From an optimization exercise on the open Yosys and OpenROAD flow, aimed at small area and a short achievable clock period; shortcuts taken in it are not production practice.
RTL that was checked went through simulation tests only; none was proved equivalent to the original.
Power figures rest on the tool's default switching activity, not on a simulated workload.

## pbl2_datapath
module pbl2_datapath(
	input wire        clk,
	input wire        rst,
	input wire [3:0]  rf_read_a,
	input wire [3:0]  rf_read_b,
	input wire [3:0]  rf_write_addr,
	input wire        rf_read_en,
	input wire        rf_write_en,
	input wire        wb_from_mem,
	input wire [31:0] mem_data,
	input wire [4:0]  opula,
	input wire        alu_src_imm,
	input wire [15:0] imm,
	input wire        alu_en,
	output reg [31:0] alu_result,
	output reg        flag_zero,
	output reg        flag_carry,
	output reg        flag_sign,
	output reg        flag_overflow,
	output reg        alu_ready,
	output reg [31:0] rf_out_a,
	output reg [31:0] rf_out_b
);
genvar i;
integer k;
wire [31:0]  wdata = wb_from_mem ? mem_data : alu_result;
wire [31:0]  wd    = rst ? 32'd0 : wdata;
wire [511:0] regs;
generate
	for (i = 0; i < 16; i = i + 1) begin : g_reg
		reg [31:0] q;
		wire en = rst | (rf_write_en & (rf_write_addr == i));
		always @(posedge clk)
  ...
export LEC_CHECK = 0
export CAP_MARGIN = 30
export CORE_MARGIN = 2
export CORE_UTILIZATION = 40
export CTS_CLUSTER_DIAMETER = 90
export CTS_CLUSTER_SIZE = 26
export SETUP_SLACK_MARGIN = 3
export SLEW_MARGIN = 30
export SYNTH_HIERARCHICAL = 1
export SYNTH_MINIMUM_KEEP_SIZE = 0
export TNS_END_PERCENT = 0
create_clock -name core_clock -period 6.0 [get_ports {clk}]
standard.sh (not shown) runs the stock make flow with config.mk's settings and CLKGATE_MAP_FILE= SYNTH_SCRIPT=/design/flow/synth_recipe.tcl, a recipe that flattens the netlist after the stock synthesis.
==> flow/flow/run.sh <==
#!/bin/bash
# The standard layout (standard.sh), with the port buffers that
# buffer_ports inserts made plain buf_2 cells instead of its default choice
# (clkdlybuf4s50_1, a delay cell). Every port still gets its own buffer.
set -euo pipefail
bash standard.sh BUFFER_PORTS_ARGS="-buffer_cell sky130_fd_sc_hd__buf_2" finish > standard.log 2>&1
Rerun with:
--- a/flow/config.mk
+++ b/flow/config.mk
@@ -11,2 +11,2 @@
-export CTS_CLUSTER_DIAMETER = 90
-export CTS_CLUSTER_SIZE = 26
+export CTS_CLUSTER_DIAMETER = 100
+export CTS_CLUSTER_SIZE = 30
The changed run passed the timing, DRC and antenna checks.
Die area does not change.
Global-route usage hardly moves.
Power shrinks slightly.
Clock power came out lower by roughly a tenth.
Worst setup slack improves by 0.11 ns.
First-iteration DRC count rises by a few percent.
Routed wire length went up slightly.
Cell count increases slightly.
Cell area came out higher slightly.
Non-clock buffer count came out higher by 29.

* * *

rev 12:
Another version of the RTL of pbl2_datapath (not shown whole).
Size in the first run: about 610 flip-flops, ~170 I/O pins, ~35000 sq um of cells after synthesis.
Settings: LEC_CHECK=0, CAP_MARGIN=20, CORE_MARGIN=2, CORE_UTILIZATION=40, SETUP_SLACK_MARGIN=3, SLEW_MARGIN=20, SYNTH_HIERARCHICAL=1, SYNTH_MINIMUM_KEEP_SIZE=0, TNS_END_PERCENT=0; clock period 6.0 ns.
run.sh (not shown) runs the stock make flow with config.mk's settings and CLKGATE_MAP_FILE= SYNTH_SCRIPT=/design/flow/synth_recipe.tcl, a recipe that flattens the netlist after the stock synthesis.
Stock flow here: none of the scripts above is used.
Inputs modified between rev 12 and rev 13:
==> flow/flow/run.sh (new file) <==
#!/bin/bash
# The standard layout (standard.sh), with the port buffers that
# buffer_ports inserts made plain buf_2 cells instead of its default choice
# (clkdlybuf4s50_1, a delay cell). Every port still gets its own buffer.
set -euo pipefail
bash standard.sh BUFFER_PORTS_ARGS="-buffer_cell sky130_fd_sc_hd__buf_2" finish > standard.log 2>&1
==> flow/standard.sh (new file) <==
#!/bin/bash
# synth_recipe.tcl (not shown) runs the flow's synth.tcl, then flattens the netlist and writes it again
# the make line also repeats each setting of config.mk as NAME=value (left out here)
make -C /OpenROAD-flow-scripts/flow DESIGN_CONFIG=/design/flow/config.mk WORK_HOME=/design/flow/orfs CLKGATE_MAP_FILE= SYNTH_SCRIPT=/design/flow/synth_recipe.tcl "${@:-finish}"
removed: flow/run.sh
## What came out
Power after layout up 1.8% in rev 13 wrt rev 12. In terms of hold violation total from the final report, rev 13 and rev 12 differ only marginally. Taking rev 12 as the reference point, the sum of met2 wire segment lengths after detailed routing of rev 13 rises by about 3%. As of rev 13, clock-buffer cell count had risen by a few percent compared to rev 12. Of the two values seen for endpoint of the worst setup timing path, flag_zero was produced by rev 13 and rf_out_b[9] by rev 12. Relative to rev 12, rev 13 degrades standby leakage power. Switching power total (rev 12 / rev 13): 0.949. Against rev 12, rev 13 comes in 61 higher on cell count. Of the two candidates, rev 12 has the better cell area and rev 13 the worse one. Rev 13 vs. rev 12: number of H-tree levels essentially unchanged, number of flip-flops and latches in the synthesized netlist essentially unchanged.

* * *

The RTL this note starts from:
==> flow/design.v <==
module unidade_de_controle_ULA(
	input  wire [4:0] opula,
	output reg        arith,     
	output reg        sub,       
	output reg  [1:0] xsel,      
	output reg        cin,
	output reg        ovf_inc,   
	output reg        ovf_dec,   
	output reg        shl,
	output reg        shr,
	output reg        logic_op,
	output reg  [3:0] lut,       
	output reg        nop        
);
always @(*) begin
	arith = 1'b0; sub = 1'b0; xsel = 2'd0; cin = 1'b0;
	ovf_inc = 1'b0; ovf_dec = 1'b0; shl = 1'b0; shr = 1'b0;
	logic_op = 1'b0; lut = 4'b0000; nop = 1'b0;
	case (opula)
		5'd0, 5'd8, 5'd12, 5'd22: begin arith = 1'b1; end
		5'd1:  begin arith = 1'b1; cin = 1'b1; end
		5'd2:  begin arith = 1'b1; xsel = 2'd2; cin = 1'b1; ovf_inc = 1'b1; end
		5'd3:  begin arith = 1'b1; sub = 1'b1; xsel = 2'd1; end
		5'd4:  begin arith = 1'b1; sub = 1'b1; xsel = 2'd1; cin = 1'b1; end
		5'd5:  begin arith = 1'b1; sub = 1'b1; xsel = 2'd3; ovf_dec = 1'b1; end
		5'd6:  shl = 1'b1;
		5'd7:  shr = 1'b1;
		5'd9:  begin logic_op = 1'b1; lut = 4'b1000; end  
		5'd10: begin logic_op = 1'b1; lut = 4'b0010; end  
		5'd11: begin logic_op = 1'b1; lut = 4'b0100; end  
		5'd13, 5'd15: begin logic_op = 1'b1; lut = 4'b1110; end  
		5'd14: begin logic_op = 1'b1; lut = 4'b0110; end  
		5'd16: begin logic_op = 1'b1; lut = 4'b0111; end  
		5'd17: begin logic_op = 1'b1; lut = 4'b1001; end  
		5'd18: begin logic_op = 1'b1; lut = 4'b0011; end  
		5'd19: begin logic_op = 1'b1; lut = 4'b1011; end  
		5'd20: begin logic_op = 1'b1; lut = 4'b1101; end  
		5'd21: begin logic_op = 1'b1; lut = 4'b0001; end  
		default: nop = 1'b1;
	endcase
end
endmodule
module extensor_de_sinal(In, Out);
input wire [15:0] In;
output wire [31:0] Out;
assign Out = {{16{In[15]}}, In};
endmodule
module detector_de_flags(
	input  wire arith,
	input  wire sub,
	input  wire ovf_inc,
	input  wire ovf_dec,
	input  wire a,
	input  wire b,
	input  wire r,
	output wire overflow
);
assign overflow = arith & (
	(~sub & ~a & ~b &  r) | (~sub & a &  b & ~r) |
	( sub & ~a &  b &  r) | ( sub & a & ~b & ~r) |
	(ovf_inc & ~a & r) | (ovf_dec & a & ~r));
endmodule
module banco_de_registradores(
	input  wire        clk,
	input  wire        rst,
	input  wire [3:0]  read_a,
	input  wire [3:0]  read_b,
	input  wire [3:0]  write_addr,
	input  wire        read_en,
	input  wire        write_en,
	input  wire [31:0] write_data,
	output reg  [31:0] out_a,
	output reg  [31:0] out_b
);
wire [31:0] wd = rst ? 32'd0 : write_data;
wire [511:0] regs;
genvar i;
generate
	for (i = 0; i < 16; i = i + 1) begin : g_reg
		reg [31:0] q;
		wire en = rst | (write_en & (write_addr == i));
		always @(posedge clk)
			if (en) q <= (i == 1) ? {wd[31:1], wd[0] | rst} : wd;
		assign regs[32*i +: 32] = q;
	end
endgenerate
reg [31:0] ma, mb;
integer k;
always @(*) begin
	ma = 32'd0;
	mb = 32'd0;
	for (k = 0; k < 16; k = k + 1) begin
		ma = ma | ({32{~rst & (read_a == k)}} & regs[32*k +: 32]);
		mb = mb | ({32{~rst & (read_b == k)}} & regs[32*k +: 32]);
	end
end
always @(posedge clk)
	if (rst | read_en) begin
		out_a <= ma;
		out_b <= mb;
	end
endmodule
module ula_32_bits(
	input  wire        clk,
	input  wire        rst,
	input  wire        en,
	input  wire        arith,
	input  wire        sub,
	input  wire [1:0]  xsel,
	input  wire        cin,
	input  wire        ovf_inc,
	input  wire        ovf_dec,
	input  wire        shl,
	input  wire        shr,
	input  wire        logic_op,
	input  wire [3:0]  lut,
	input  wire        nop,
	input  wire [31:0] a,
	input  wire [31:0] b,
	output reg  [31:0] result,
	output reg         flag_zero,
	output reg         flag_carry,
	output reg         flag_sign,
	output reg         flag_overflow,
	output reg         ready
);
reg [31:0] x;
always @(*) begin
	case (xsel)
		2'd0: x = b;
		2'd1: x = ~b;
		2'd2: x = 32'd0;
		default: x = 32'hFFFFFFFF;
	endcase
end
wire [33:0] s_full = {1'b0, a, cin} + {1'b0, x, cin};
wire [31:0] sum  = s_full[32:1];
wire        cout = s_full[33];
wire [31:0] p = a ^ x;
wire [31:0] t = {a[30:0] | x[30:0], cin};
wire        sum_zero = ~|(p ^ t);
wire        big = |b[31:5];
function [31:0] rev(input [31:0] v);
	integer n;
	for (n = 0; n < 32; n = n + 1) rev[n] = v[31-n];
endfunction
wire [31:0] sh_in  = shl ? rev(a) : a;
wire [31:0] sh_out = sh_in >> b[4:0];
wire [31:0] lg = ({32{lut[3]}} &  a &  b) | ({32{lut[2]}} &  a & ~b) |
                 ({32{lut[1]}} & ~a &  b) | ({32{lut[0]}} & ~a & ~b);
wire        sh_ok = ~big & ~rst;
wire [31:0] r_new = ({32{arith & ~rst}} & sum) |
                    ({32{shr & sh_ok}} & sh_out) |
                    ({32{shl & sh_ok}} & rev(sh_out)) |
                    ({32{logic_op & ~rst}} & lg);
wire z_new = nop ? ~|result :
             arith ? sum_zero :
             logic_op ? ~|lg :
             (big | ~|sh_out);
wire ovf;
detector_de_flags U1 (.arith(arith), .sub(sub), .ovf_inc(ovf_inc), .ovf_dec(ovf_dec),
	.a(a[31]), .b(b[31]), .r(sum[31]), .overflow(ovf));
always @(posedge clk) begin
	if (rst | (en & ~nop))
		result <= r_new;
	if (rst | en) begin
		flag_zero     <= ~rst & z_new;
		flag_overflow <= ~rst & ovf;
	end
	if (rst | (en & arith)) begin
		flag_carry <= ~rst & (cout ^ sub);
		flag_sign  <= ~rst & sum[31];
	end
	ready <= ~rst & en;
end
endmodule
module pbl2_datapath(
	input wire        clk,
	input wire        rst,
	input wire [3:0]  rf_read_a,
	input wire [3:0]  rf_read_b,
	input wire [3:0]  rf_write_addr,
	input wire        rf_read_en,
	input wire        rf_write_en,
	input wire        wb_from_mem,
	input wire [31:0] mem_data,
	input wire [4:0]  opula,
	input wire        alu_src_imm,
	input wire [15:0] imm,
	input wire        alu_en,
	output wire [31:0] alu_result,
	output wire       flag_zero,
	output wire       flag_carry,
	output wire       flag_sign,
	output wire       flag_overflow,
	output wire       alu_ready,
	output wire [31:0] rf_out_a,
	output wire [31:0] rf_out_b
);
wire        arith, sub, cin, ovf_inc, ovf_dec, shl, shr, logic_op, nop;
wire [1:0]  xsel;
wire [3:0]  lut;
wire [31:0] imm_ext;
unidade_de_controle_ULA UNIDADE_CONTR_ULA (.opula(opula), .arith(arith), .sub(sub),
	.xsel(xsel), .cin(cin), .ovf_inc(ovf_inc), .ovf_dec(ovf_dec), .shl(shl), .shr(shr),
	.logic_op(logic_op), .lut(lut), .nop(nop));
extensor_de_sinal EXTENSOR_DE_SINAL (imm, imm_ext);
wire [31:0] alu_b = alu_src_imm ? imm_ext : rf_out_b;
wire [31:0] wdata = wb_from_mem ? mem_data : alu_result;
banco_de_registradores BANCO_DE_REGISTRADORES (.clk(clk), .rst(rst),
	.read_a(rf_read_a), .read_b(rf_read_b), .write_addr(rf_write_addr),
	.read_en(rf_read_en), .write_en(rf_write_en), .write_data(wdata),
	.out_a(rf_out_a), .out_b(rf_out_b));
ula_32_bits ULA (.clk(clk), .rst(rst), .en(alu_en), .arith(arith), .sub(sub),
	.xsel(xsel), .cin(cin), .ovf_inc(ovf_inc), .ovf_dec(ovf_dec), .shl(shl), .shr(shr),
	.logic_op(logic_op), .lut(lut), .nop(nop), .a(rf_out_a), .b(alu_b),
	.result(alu_result), .flag_zero(flag_zero), .flag_carry(flag_carry),
	.flag_sign(flag_sign), .flag_overflow(flag_overflow), .ready(alu_ready));
endmodule
Settings: LEC_CHECK=0, CAP_MARGIN=20, CORE_MARGIN=2, CORE_UTILIZATION=40, SETUP_SLACK_MARGIN=3, SLEW_MARGIN=20; clock period 6.0 ns.
Stock flow here: none of the scripts above is used.
Next try:
Settings changed: SETUP_SLACK_MARGIN 3 to 2.
=>
- first-iteration DRC count grows by 1.2%
- sequential cell count does not change
- sequential power grows by about 2%
- global-route usage shrinks by 1.2 points
Next try:
Settings changed: SETUP_SLACK_MARGIN 2 to default.
Outcome: Register-to-register slack degrades by 0.28 ns; synthesized cell count is unchanged; worst setup slack degrades by 1.0 ns.
No functional check of the RTL was part of any run of this note.

[separate check: timing with driven ports]
Ports are ideal in the flow. The routed layouts listed here were re-timed in OpenROAD.
Step 1 sets driving cells, clkbuf_16 on the clock port and buf_2 on the other inputs (assumed; they add their load-dependent delay and slew).
Step 2 also shifts input and output timing later by t, the mid clock arrival at the registers, as if the neighbouring blocks saw the same clock.
a / b / c = ideal / step 1 / step 2; a / b = the first two.
run | shift t [ns] | setup WS [ns] | pins driven straight from the clock port
the first run of note 1 | 0.674 | 2.547 / 2.436 / 1.761 | 1
the second run of note 1 | 0.733 | 2.661 / 2.518 / 1.785 | 1
rev 12 | 0.702 | 2.316 / 2.265 / 1.653 | 1
rev 13 | 0.681 | 2.379 / 2.287 / 1.606 | 1
the first run of note 3 | 0.685 | 1.456 / 1.479 / 0.794 | 1
the second run of note 3 | 0.688 | 1.540 / 1.541 / 0.853 | 1
the third run of note 3 | 0.684 | 0.542 / 0.581 / -0.103 | 1
With both steps, setup timing fails in the third run of note 3, where it was met with ideal ports. The setup slack of the second run of note 1, which loses most, moves by -0.143 ns with the drivers and by -0.876 ns with both steps.
